This is an optimization exercise on Yosys and OpenROAD, whose aim is small area, not a production implementation. In this exercise RTL edits were held to simulation tests only and were not proved equivalent to the original. Power figures rest on the tool's default switching activity, not on a simulated workload.

File: flow/run.sh
#!/bin/bash
# The standard layout, with the smallest buffer as the port buffer that
# global placement puts on every input and output, and small buffers in the
# upper levels of the clock tree.
set -euo pipefail
export BUFFER_PORTS_ARGS="-buffer_cell sky130_fd_sc_hd__buf_1"
export CTS_ARGS="-sink_clustering_enable -repair_clock_nets -sink_clustering_size 18 -sink_clustering_max_diameter 70 -buf_list sky130_fd_sc_hd__clkbuf_8 -sink_clustering_buffer sky130_fd_sc_hd__clkbuf_8 -root_buf sky130_fd_sc_hd__clkbuf_4 -tree_buf sky130_fd_sc_hd__clkbuf_4"
bash standard.sh > standard.log 2>&1
File: standard.sh
#!/bin/bash
# synth_recipe.tcl (not shown) runs the flow's synth.tcl, then flattens the netlist and writes it again
# the make line also repeats each setting of config.mk as NAME=value (left out here)
make -C /OpenROAD-flow-scripts/flow DESIGN_CONFIG=/design/flow/config.mk WORK_HOME=/design/flow/orfs CLKGATE_MAP_FILE= SYNTH_SCRIPT=/design/flow/synth_recipe.tcl "${@:-finish}"
File: config.mk
export PLATFORM = sky130hd
export DESIGN_NAME = all_mod
export DESIGN_NICKNAME = all_mod
export VERILOG_FILES = /design/flow/design.v
export SDC_FILE = /design/flow/constraint.sdc
export NUM_CORES = 4
export LEC_CHECK = 0
export CAP_MARGIN = 20
export CORE_MARGIN = 2
export CORE_UTILIZATION = 80
export CTS_BUF_LIST = sky130_fd_sc_hd__clkbuf_8
export CTS_CLUSTER_DIAMETER = 70
export CTS_CLUSTER_SIZE = 18
export SLEW_MARGIN = 20
File: constraint.sdc
create_clock -name core_clock -period 10.0 [get_ports {clk}]
set_input_delay 2.0000 -clock core_clock [delete_from_list [all_inputs] [get_ports {clk}]]
set_output_delay 2.0000 -clock core_clock [all_outputs]
set_load 0.01 [all_outputs]
File: design.v
module uart_tx_top(
input clk, rst, baud_pulse, pen, thre, stb, sticky_parity, eps, set_break,
input cap,               
input [7:0] din,         
input [1:0] wls,
output dec,              
output sreg_empty,
output reg tx
);
localparam [1:0] IDLE = 2'd0, START = 2'd1, SEND = 2'd2, PARITY = 2'd3;
reg [1:0] state;
reg [7:0] shft_reg;      
reg d_parity;            
reg [2:0] bitcnt;
reg [4:0] count;
reg parity_out;
wire cz = (count == 5'd0);
assign dec = baud_pulse & (state == IDLE) & ~thre & cz;
assign sreg_empty = (state == IDLE) | (state == PARITY);
wire tx_data = (state == IDLE) | ((state == SEND) & shft_reg[0]) | ((state == PARITY) & d_parity);
always@(posedge clk, posedge rst)
begin
  if(rst)
    begin
    state <= IDLE;
    count <= 5'd15;
    end
  else
    begin
    if(baud_pulse)
      case(state)
      IDLE:
        if(!thre)
          begin
          if(!cz)
            count <= count - 5'd1;
          else
            begin
            count <= 5'd15;
            state <= START;
            end
          end
      START:
        if(!cz)
          count <= count - 5'd1;
        else
          begin
          count <= 5'd15;
          state <= SEND;
          end
      SEND:
        if(!cz)
          count <= count - 5'd1;
        else if(bitcnt != 3'd0)
          count <= 5'd15;
        else if(pen)
          begin
          state <= PARITY;
          count <= 5'd15;
          end
        else
          begin
          state <= IDLE;
          count <= !stb ? 5'd15 : (wls == 2'b00) ? 5'd23 : 5'd31;
          end
      PARITY:
        if(!cz)
          count <= count - 5'd1;
        else
          begin
          state <= IDLE;
          count <= !stb ? 5'd15 : (wls == 2'b00) ? 5'd17 : 5'd31;
          end
      endcase
    end
end
always@(posedge clk)
begin
  if(cap)
    shft_reg <= din;
  if(baud_pulse)
    case(state)
    IDLE:
      if(!thre && cz)
        bitcnt <= {1'b1, wls};
    START:
      if(cz)
        d_parity <= ^(shft_reg & {wls == 2'b11, wls[1], |wls, 5'h1f});
    SEND:
      begin
      parity_out <= sticky_parity ? ~eps : ~(d_parity ^ eps);
      if(cz)
        begin
        if(bitcnt != 3'd0)
          begin
          bitcnt   <= bitcnt - 3'd1;
          shft_reg <= shft_reg >> 1;
          end
        else
          d_parity <= parity_out;
        end
      end
    default: ;
    endcase
end
always@(posedge clk, posedge rst)
begin
if(rst)
  tx <= 1'b1;
else
  tx <= tx_data & ~set_break;
end
endmodule
module uart_rx_top(
input clk, rst, baud_pulse, rx, sticky_parity, eps,
input pen,
input [1:0] wls,
output reg push,
output fend,             
output reg pe,
output fe, bi,           
output reg [7:0] dout
    );
localparam [2:0] IDLE = 3'd0, START = 3'd1, READ = 3'd2, PARITY = 3'd3, STOP = 3'd4;
reg [2:0] state;
reg rx_reg;
reg [2:0] bitcnt;
reg [3:0] count;
reg par_bit;
always@(posedge clk)
  rx_reg <= rx;
wire exp_parity = sticky_parity ? ~eps : (eps ? ^dout : ~^dout);
wire c7 = (count == 4'd7);
wire c0 = (count == 4'd0);
assign fe = ~rx_reg;
assign bi = ~rx_reg & ~|dout & ~par_bit;
assign fend = baud_pulse & (state == START) & c7;
always@(posedge clk, posedge rst)
begin
if(rst)
  begin
  state  <= IDLE;
  push   <= 1'b0;
  pe     <= 1'b0;
  dout   <= 8'h00;
  end
else
  begin
  push   <= 1'b0;
  if(baud_pulse)
    case(state)
    IDLE:
      if(!rx_reg)
        state <= START;
    START:
      if(c7)
        begin
        if(rx)
          state <= IDLE;
        end
      else if(c0)
        begin
        state <= READ;
        pe    <= 1'b0;
        end
    READ:
      if(c7)
        case(wls)
        2'b00: dout <= {3'b000, rx, dout[4:1]};
        2'b01: dout <= {2'b00 , rx, dout[5:1]};
        2'b10: dout <= {1'b0  , rx, dout[6:1]};
        2'b11: dout <= {        rx, dout[7:1]};
        endcase
      else if(c0 && bitcnt == 3'd0)
        state <= pen ? PARITY : STOP;
    PARITY:
      if(c7)
        pe <= rx ^ exp_parity;
      else if(c0)
        state <= STOP;
    STOP:
      if(c7)
        begin
        push <= 1'b1;
        end
      else if(c0)
        state <= IDLE;
    default: state <= IDLE;
    endcase
  end
end
always@(posedge clk)
begin
if(baud_pulse)
  begin
  count <= (state == IDLE) ? 4'd15 : count - 4'd1;
  if(state == START && c0)
    begin
    bitcnt  <= {1'b1, wls};
    par_bit <= 1'b0;
    end
  if(state == READ && c0 && bitcnt != 3'd0)
    bitcnt <= bitcnt - 3'd1;
  if(state == PARITY && c7)
    par_bit <= rx;
  end
end
endmodule
   typedef struct packed {
    logic  [1:0] rx_trigger;         
    logic [1:0] reserved;           
    logic       dma_mode;           
    logic       tx_rst;             
    logic       rx_rst;             
    logic       ena;                
  } fcr_t;  
   typedef struct packed {
    logic       dlab;
    logic       set_break;
    logic       stick_parity;
    logic       eps;
    logic       pen;
    logic       stb;
    logic [1:0] wls;
  } lcr_t;
   typedef struct packed {
    logic       rx_fifo_error;
    logic       temt;               
    logic       thre;               
    logic       bi;                 
    logic       fe;                 
    logic       pe;                 
    logic       oe;                 
    logic       dr;                 
  } lsr_t;  
 typedef struct packed {
 fcr_t       fcr;
 lcr_t       lcr;
 lsr_t       lsr;
 logic [7:0] scr;
 } csr_t;
 typedef struct packed {
    logic [7:0] dmsb;                
    logic [7:0] dlsb;                
  } div_t;
module regs_uart(
input clk, rst,
input wr_i,rd_i,
input rx_fifo_empty_i,
input rx_oe, rx_pe, rx_fe, rx_bi,
input rx_push,
input tx_fifo_empty_i, tx_sreg_empty_i,
input [2:0] addr_i,
input [7:0] din_i,
output tx_push_o,  
output rx_pop_o,  
output baud_out,  
output tx_rst, rx_rst,
output [3:0] rx_fifo_threshold,
output reg [7:0] dout_o,
output csr_t csr_o,
input [7:0] rx_fifo_in
);
csr_t csr;  
wire tx_fifo_wr;
assign tx_fifo_wr = wr_i & (addr_i == 3'b000) & (csr.lcr.dlab == 1'b0);
assign tx_push_o = tx_fifo_wr;   
wire rx_fifo_rd;
assign rx_fifo_rd = rd_i & (addr_i == 3'b000) & (csr.lcr.dlab == 1'b0);
assign rx_pop_o = rx_fifo_rd;  
  div_t dl;
   always @(posedge clk, posedge rst)
     begin
     if (rst)
        dl.dlsb <= 8'h00;
     else if ( wr_i && addr_i == 3'b000 && csr.lcr.dlab == 1'b1)
        begin
        dl.dlsb <= din_i;
        end
     end
   always @(posedge clk, posedge rst)
     begin
     if (rst)
        dl.dmsb <= 8'h00;
     else if ( wr_i && addr_i == 3'b001 && csr.lcr.dlab == 1'b1)
        begin
        dl.dmsb <= din_i;
        end
     end
 reg update_baud;
 reg [15:0] baud_cnt_n;    
 reg baud_pulse;
    always @(posedge clk)
         update_baud <=  wr_i & (csr.lcr.dlab == 1'b1) & ((addr_i == 3'b000) | (addr_i == 3'b001));
   always @(posedge clk, posedge rst)
   begin
    if (rst)
      baud_cnt_n <= 16'hffff;
    else if (update_baud || &baud_cnt_n)
      baud_cnt_n <= ~dl;
    else
      baud_cnt_n <= baud_cnt_n + 16'd1;
   end
   always @(posedge clk, posedge rst)
    begin
      if (rst)
        baud_pulse <= 1'b0;
      else
        baud_pulse <= |dl & (&baud_cnt_n);
    end
assign baud_out = baud_pulse;  
   always @(posedge clk, posedge rst)
   begin
     if(rst)
       begin
       csr.fcr <= 8'h00;
       end
      else if (wr_i == 1'b1 && addr_i == 3'h2)
       begin
       csr.fcr.rx_trigger <= din_i[7:6];
       csr.fcr.dma_mode   <= din_i[3];
       csr.fcr.tx_rst     <= din_i[2];
       csr.fcr.rx_rst     <= din_i[1];
       csr.fcr.ena        <= din_i[0];
       end
       else
       begin
       csr.fcr.tx_rst     <= 1'b0;
       csr.fcr.rx_rst     <= 1'b0;
       end
   end
assign tx_rst = csr.fcr.tx_rst;   
assign rx_rst = csr.fcr.rx_rst;
reg [3:0] rx_fifo_th_count;
always_comb
begin
if(csr.fcr.ena == 1'b0)
 begin
  rx_fifo_th_count = 4'd0;
 end
else
 case(csr.fcr.rx_trigger)
  2'b00: rx_fifo_th_count = 4'd1;
  2'b01: rx_fifo_th_count = 4'd4;
  2'b10: rx_fifo_th_count = 4'd8;
  2'b11: rx_fifo_th_count = 4'd14;
 endcase
end
assign rx_fifo_threshold = rx_fifo_th_count;    
 always @(posedge clk, posedge rst)
   begin
     if(rst)
       begin
       csr.lcr <= 8'h00;
       end
     else if (wr_i == 1'b1 && addr_i == 3'h3)
       begin
       csr.lcr <= din_i;
       end
   end
 wire read_lsr;
 assign read_lsr = (rd_i == 1) & (addr_i == 3'h5);
always@(posedge clk, posedge rst)
begin
if(rst)
begin
csr.lsr <= 8'h60;  
end
else
begin
csr.lsr.dr   <=  ~rx_fifo_empty_i;
csr.lsr.oe   <=   rx_oe | (csr.lsr.oe & ~read_lsr);  
csr.lsr.pe   <=   rx_pe;
if(rx_push)
  begin
  csr.lsr.fe <= rx_fe;
  csr.lsr.bi <= rx_bi;
  end
csr.lsr.thre <=   tx_fifo_empty_i;
csr.lsr.temt <=   tx_fifo_empty_i & tx_sreg_empty_i;
csr.lsr.rx_fifo_error <= 1'b0;
end
end
 always @(posedge clk, posedge rst)
   begin
     if(rst)
       begin
       csr.scr <= 8'h00;
       end
     else if (wr_i == 1'b1 && addr_i == 3'h7)
       begin
       csr.scr <= din_i;
       end
   end
always@(posedge clk, posedge rst)
begin
if (rst)
  dout_o <= 8'h00;
else
case(addr_i)
0: dout_o <= csr.lcr.dlab ? dl.dlsb : (rx_fifo_empty_i ? 8'h00 : rx_fifo_in);
1: dout_o <= csr.lcr.dlab ? dl.dmsb : 8'h00;  
2: dout_o <= 8'h00;  
3: dout_o <= csr.lcr;  
4: dout_o <= 8'h00;  
5: dout_o <= csr.lsr;  
6: dout_o <= 8'h00;  
7: dout_o <= csr.scr;  
default: ;
endcase
end
assign csr_o = csr;
endmodule
module tx_fifo(
input rst, clk, en, clr, push_in, dec,
input [7:0] din,
output [7:0] dout,
output empty,
output cap
);
reg [7:0] mem [16];
reg [4:0] m;       
reg pend;          
reg [3:0] fc;      
reg act;
wire [4:0] n = m + {4'd0, pend};    
assign empty = (m == 5'd0) & ~pend;
wire full = en ? n[4] : ~empty;
wire push = push_in & ~full;
always@(posedge clk, posedge rst)
begin
if(rst)
  begin
  m    <= 5'd0;
  pend <= 1'b0;
  act  <= 1'b0;
  end
else
  begin
  pend <= dec & ~clr;
  if(clr)
    m <= 5'd0;
  else
    m <= m + {4'd0, push} - {4'd0, dec};
  if(dec)
    act <= 1'b1;
  else if(fc == 4'd0)
    act <= 1'b0;
  end
end
wire [4:0] pos = m + {4'd0, push} - 5'd1;    
always@(posedge clk)
begin
if(dec)
  fc <= 4'd15 - pos[3:0];
else
  fc <= fc - 4'd1;
end
assign cap = act & (fc == 4'd0);
assign dout = mem[15];
always@(posedge clk)
begin
if(push | (m == 5'd0))
  mem[0] <= din;
for(int i = 1; i < 16; i++)
  if(push | (m <= i))
    mem[i] <= mem[i-1];
end
endmodule
module rx_fifo(
input rst, clk, en, clr, push_in, pop_in, fend,
input [7:0] din,
output [7:0] dout,
output empty, overrun
);
reg [7:0] mem [16];
reg [4:0] n;      
reg flush;
assign empty = (n == 5'd0);
wire full = en ? n[4] : ~empty;
wire push = push_in & ~full;
wire pop  = pop_in & ~empty;
always@(posedge clk, posedge rst)
begin
if(rst)
  n <= 5'd0;
else if(clr)
  n <= 5'd0;
else if(push & ~pop)
  n <= n + 5'd1;
else if(pop & ~push)
  n <= n - 5'd1;
end
always@(posedge clk)
begin
if(clr)
  flush <= 1'b1;
else if(fend)
  flush <= 1'b0;
end
always@(posedge clk)
begin
for(int i = 0; i < 15; i++)
  if(pop | flush | (n <= i))
    mem[i] <= mem[i+1];
if(pop | flush | (n <= 15))
  mem[15] <= din;
end
assign dout = flush ? din : mem[0];
reg overrun_t;
always@(posedge clk, posedge rst)
begin
if(rst)
   overrun_t <= 1'b0;
else
   overrun_t <= push_in & full;
end
assign overrun = overrun_t;
endmodule
module all_mod(
input clk, rst, wr, rd,
input rx,
input [2:0] addr,
input [7:0] din,
output tx,
output [7:0] dout
    );
 csr_t       csr;
 wire baud_pulse;
 wire tx_dec, tx_cap;
 wire rx_fend;
 wire [7:0] tx_fifo_out;
 wire tx_fifo_push;
 wire tx_fifo_empty;
 wire tx_sreg_empty;
 wire r_oe, r_pe, r_fe, r_bi;
 wire rx_fifo_push, rx_fifo_pop;
 wire rx_fifo_empty;
 wire [7:0] rx_out;
 wire [7:0] rx_fifo_out;
 wire [3:0] rx_fifo_threshold;
 wire tx_rst, rx_rst;
regs_uart uart_regs_inst (
    .clk (clk),
    .rst (rst),
    .wr_i (wr),
    .rd_i (rd),
    .rx_fifo_empty_i (rx_fifo_empty),
    .rx_oe (r_oe),
    .rx_pe (r_pe),
    .rx_fe (r_fe),
    .rx_bi (r_bi),
    .rx_push (rx_fifo_push),
    .tx_fifo_empty_i (tx_fifo_empty),
    .tx_sreg_empty_i (tx_sreg_empty),
    .addr_i (addr),
    .din_i (din),
    .tx_push_o (tx_fifo_push),
    .rx_pop_o (rx_fifo_pop),
    .baud_out (baud_pulse),
    .tx_rst (tx_rst),
    .rx_rst (rx_rst),
    .rx_fifo_threshold (rx_fifo_threshold),
    .dout_o (dout),
    .csr_o (csr),
    .rx_fifo_in(rx_fifo_out)
);
uart_tx_top uart_tx_inst (
    .clk (clk),
    .rst (rst),
    .baud_pulse (baud_pulse),
    .pen (csr.lcr.pen),
    .thre (tx_fifo_empty),
    .stb (csr.lcr.stb),
    .sticky_parity (csr.lcr.stick_parity),
    .eps (csr.lcr.eps),
    .set_break (csr.lcr.set_break),
    .cap (tx_cap),
    .din (tx_fifo_out),
    .wls (csr.lcr.wls),
    .dec (tx_dec),
    .sreg_empty (tx_sreg_empty),
    .tx (tx)
);
tx_fifo tx_fifo_inst (
    .rst (rst),
    .clk (clk),
    .en (csr.fcr.ena),
    .clr (tx_rst),
    .push_in (tx_fifo_push),
    .dec (tx_dec),
    .din (din),
    .dout (tx_fifo_out),
    .empty (tx_fifo_empty),
    .cap (tx_cap)
);
 uart_rx_top uart_rx_inst (
    .clk (clk),
    .rst (rst),
    .baud_pulse (baud_pulse),
    .rx (rx),
    .sticky_parity (csr.lcr.stick_parity),
    .eps (csr.lcr.eps),
    .pen (csr.lcr.pen),
    .wls (csr.lcr.wls),
    .push (rx_fifo_push),
    .fend (rx_fend),
    .pe (r_pe),
    .fe (r_fe),
    .bi (r_bi),
    .dout(rx_out)
);
rx_fifo rx_fifo_inst (
    .rst (rst),
    .clk (clk),
    .en (csr.fcr.ena),
    .clr (rx_rst),
    .push_in (rx_fifo_push),
    .pop_in (rx_fifo_pop),
    .fend (rx_fend),
    .din (rx_out),
    .dout (rx_fifo_out),
    .empty (rx_fifo_empty),
    .overrun (r_oe)
);
endmodule
==> impl_metrics.env <==
export IMPL_crit_required_ps=10610
export IMPL_drtIter0Drc=725
export IMPL_grtUsageTotal_pct=27.74
export IMPL_hold_depth=0
export IMPL_setup_viol_count_final=0
export IMPL_gp_congestion=0.8991
export IMPL_synth_xor_area_share_pct=2.364
export IMPL_cts_tree="built"
export IMPL_htree_levels=1
export IMPL_period_share_pct=42.08
export IMPL_finalNonFillerCells=1240
export IMPL_io_pins=25
export IMPL_multi_input_area_um2=3606
export IMPL_slew_headroom_pct=26.14
export IMPL_muxShareOfSynthArea_pct=5.986
export IMPL_routed_wl_um=26510
export IMPL_synth_compound_area_share_pct=6.282
export IMPL_grt_pass1_vias=7853
export IMPL_ctsHoldBuffers=0
export IMPL_finalNetCount=1036
export IMPL_grt_pass1_wl_um=41890
export IMPL_r2r_cells=14
export IMPL_synth_edf_count=269
export IMPL_syn_inst=971
export IMPL_placementRows=49
export IMPL_p_leak_nw=6.102
export IMPL_hold_path_startpoint="tx_fifo_inst.mem[4][0]"
export IMPL_dp_cells=1193
export IMPL_cp_end_kind="flop"
export IMPL_antenna_left=0
export IMPL_hold_path_class="reg2reg"
export IMPL_synth_fa_ha_area_share_pct=2.448
export IMPL_cts_buffers=25
export IMPL_avgSynthCellArea_um2=15.26
export IMPL_vias=7950
export IMPL_path_max_fanout=23
export IMPL_clockBufferDepth=3
export IMPL_ir_drop_uv=239.1
export IMPL_final_hold_viol_count=0
export IMPL_drv_cap=0
export IMPL_reg_top3="rx_fifo_inst.mem x128, tx_fifo_inst.mem x128, uart_regs_inst.csr x26"
export IMPL_synth_seq_area_share_pct=73.78
export IMPL_vias_per_cell=6.411
export IMPL_path_class="in2reg"
export IMPL_fillers=848
export IMPL_fmax_ghz=0.2376
export IMPL_cp_slowest_stage_delay_ps=650
export IMPL_yosys_most_used_dff="edfxtp_1"
export IMPL_cp_common_cell="ha_1"
export IMPL_clock_latency_ps=740
export IMPL_drcViolationCount=0
export IMPL_cts_root_buf="clkbuf_4"
export IMPL_coreArea_um2=18090
export IMPL_netlist_cell_type_count=62
export IMPL_fin_crit_ps=4208
export IMPL_tns_ps=0
export IMPL_fp_dieH_um=140.1
export IMPL_pwr_density_cell_nw_per_um2=242.8
export IMPL_cp_slowest_cell="nor4_1"
export IMPL_initial_utilization_pct=81.94
export IMPL_yosys_area_top_type="edfxtp_1"
export IMPL_grt_max_degree=54
export IMPL_slew_viol_final=0
export IMPL_syn_area_um2=14820
export IMPL_dieArea_um2=19630
export IMPL_cts_resized=0
export IMPL_grt_setup_unrepaired="no"
export IMPL_synth_top_family_by_area="simple AND/OR/NAND/NOR gates"
export IMPL_synth_nets=1016
export IMPL_cp_start_kind="input pin"
export IMPL_register_area_um2=10930
export IMPL_final_layout_size_suffix_gt1_share_pct=11.49
export IMPL_wl_per_cell_um=21.38
export IMPL_die_x_um=140.1
export IMPL_cp_arrival_ps=4820
export IMPL_critical_path_top_delay_family="buffers and inverters"
export IMPL_synth_warnings=7
export IMPL_portBuffers=24
export IMPL_ys_ff_latch=385
export IMPL_synthArstFlopShare_pct=26.23
export IMPL_synth_area_top_cells="edfxtp_1, dfrtp_1, dfstp_2"
export IMPL_status="timing/DRC/antenna clean"
export IMPL_cts_setup_buffers=0
export IMPL_tightest_slew_ps=1108
export IMPL_r2r_end="tx_fifo_inst.m[4]"
export IMPL_path_clk_slew_ps=120
export IMPL_min_to="tx_fifo_inst.mem[5][0]"
export IMPL_grt_overflow_total=0
export IMPL_rrSetupSlack_ps=6520
export IMPL_r2r_start="tx_fifo_inst.m[1]"
export IMPL_synth_top_cell_area_share_pct=54.51
export IMPL_area_growth_syn_to_layout_pct=4.678
export IMPL_clock_skew_ps=33.48
export IMPL_crit_buf_inv=4
export IMPL_hpwlAfterDp_um=18460
export IMPL_path_cells="buf_1, nor4_1, o211ai_1, buf_4, inv_1, ha_1, inv_1, ha_1, ha_1, nor3_1, a31oi_1, xor2_1, nor2_1"
export IMPL_clkSinkCount=385
export IMPL_synthSimpleGateAreaFrac_pct=7.126
export IMPL_drtPass1Iterations=5
export IMPL_antenna_found_initial=2
## cells by family (layout without fill, tap and decap cells)
group                    after synthesis  count (layout)
flip-flops                           385             385
AND/OR/NAND/NOR                      206             206
AO/OA/AOI/OAI                        154             154
multiplexers                          83              83
buffers and inverters                 74             113
XOR/XNOR                              40              40
adder cells (fa/ha/maj)               29              29
other                                  0               1
## final cells by class
| cell class | instances | area share, % |
|---|---|---|
| diodes | 1 | 0.01613 |
| inverters | 41 | 1.008 |
| repair buffers | 26 | 0.6856 |
| clock inverters | 21 | 0.6130 |
| multi-input cells | 512 | 23.25 |
| flip-flops and latches | 385 | 70.49 |
| clock buffers | 25 | 2.097 |
| well taps | 229 | 1.847 |
## through the flow
step | worst slack (ps) | hold slack [ps] | power (mW) | cell area, um^2 | util [%]
5_1_grt | 5623 | 408.0 | 3.924 | 15510 | 85.77
2_1_floorplan | 5391 | 353.5 | 2.885 | 14820 | -
4_1_cts | 5774 | 397.2 | 3.778 | 15490 | 85.65
3_3_place_gp | 5142 | 367.9 | 3.046 | 15070 | 83.32
6_report | 5792 | 397.9 | 3.766 | 15510 | 85.77
3_5_place_dp | 5021 | 361.8 | 3.112 | 15070 | 83.32
## worst reg2reg max path: cells and delay by family, from the launching register on
family          cells  cell delay, ps
flops               1             740
xor+xnor            1             170
simple gates        3             530
compound gates      4             660
buf+inv             3             490
fa+ha+maj           3             770
## power breakdown
part           total, mW  leakage, nW  switching, mW  internal, mW
Combinational      0.436         1.73          0.265         0.171
Sequential          2.66         4.10          0.277          2.38
Clock              0.670        0.280          0.447         0.223
## how the worst max path moves through the flow
stage	end	startpoint	slack, ps	cells past startpoint
after floorplan	rx_fifo_inst.n[0]	rst	5390	1
after global routing	tx_fifo_inst.m[4]	addr[2]	5620	13
after detailed placement	tx_fifo_inst.m[4]	addr[1]	5020	13
after CTS	tx_fifo_inst.m[4]	addr[1]	5770	13
final	tx_fifo_inst.m[4]	addr[2]	5790	13
after global placement	tx_fifo_inst.m[4]	addr[1]	5140	13
## cell usage in the layout (no fill, tap or decap), types with 5 or more instances in the layout
cell type | netlist | final
a22oi_1 | 12 | 12
xor2_1 | 14 | 14
xnor2_1 | 26 | 26
nor3_1 | 19 | 19
nand2b_1 | 5 | 5
a211oi_1 | 6 | 6
nand2_1 | 53 | 53
mux2_2 | 43 | 43
and3_1 | 8 | 8
and2_1 | 7 | 7
nor2b_1 | 5 | 5
o21ai_1 | 2 | 11
dfstp_2 | 23 | 23
a21oi_1 | 52 | 52
mux2i_1 | 38 | 38
edfxtp_1 | 269 | 269
nor4_1 | 7 | 7
buf_1 | 0 | 23
ha_1 | 29 | 29
nand3_1 | 14 | 14
or2_2 | 6 | 6
inv_1 | 41 | 59
or3_1 | 5 | 5
nor2_1 | 51 | 51
clkbuf_8 | 0 | 22
dfrtp_1 | 78 | 78
o21ai_0 | 47 | 38
dfxtp_1 | 15 | 15
## synth_stat cells (15+ instances only)
cell	n
dfrtp_1	78
ha_1	29
o21ai_0	47
nor2_1	51
edfxtp_1	269
inv_1	41
xnor2_1	26
dfxtp_1	15
a21oi_1	52
nor3_1	19
mux2_2	43
mux2i_1	38
nand2_1	53
dfstp_2	23
clkbuf_1	27
## routing by layer
layer	global-route usage [%]	vias to the layer above	wire (um)
met3	3.761	50	2020
met2	46.44	349	12820
met5	0	-	8
met1	40.05	3940	11050
li1	-	3609	-
met4	6.964	2	613

## afterwards: timing with drivers on the ports
In the flow no input, the clock included, has a driving cell. The finished layout below was timed again as built, in two steps. Step 1, drivers: a clkbuf_16 drives clk and a buf_2 each remaining input, both assumed. Step 2 adds t to the input delays and takes it off the output delays; t is the mean of the earliest and latest rising clock arrival at the registers after step 1. Input paths then give back, and output paths get back, about the clock's delay inside the block. Slacks: no drivers / after step 1 / after step 2; pairs: no drivers / after step 1.
t (ns): 0.760
setup WS [ns]: 5.792 / 5.815 / 5.055
latest minus earliest clock arrival (ns): 0.043 / 0.043
After both steps setup and hold are still met in this run. For this run, drivers alone change the setup slack by +0.023 ns; drivers and shift together by -0.737 ns.
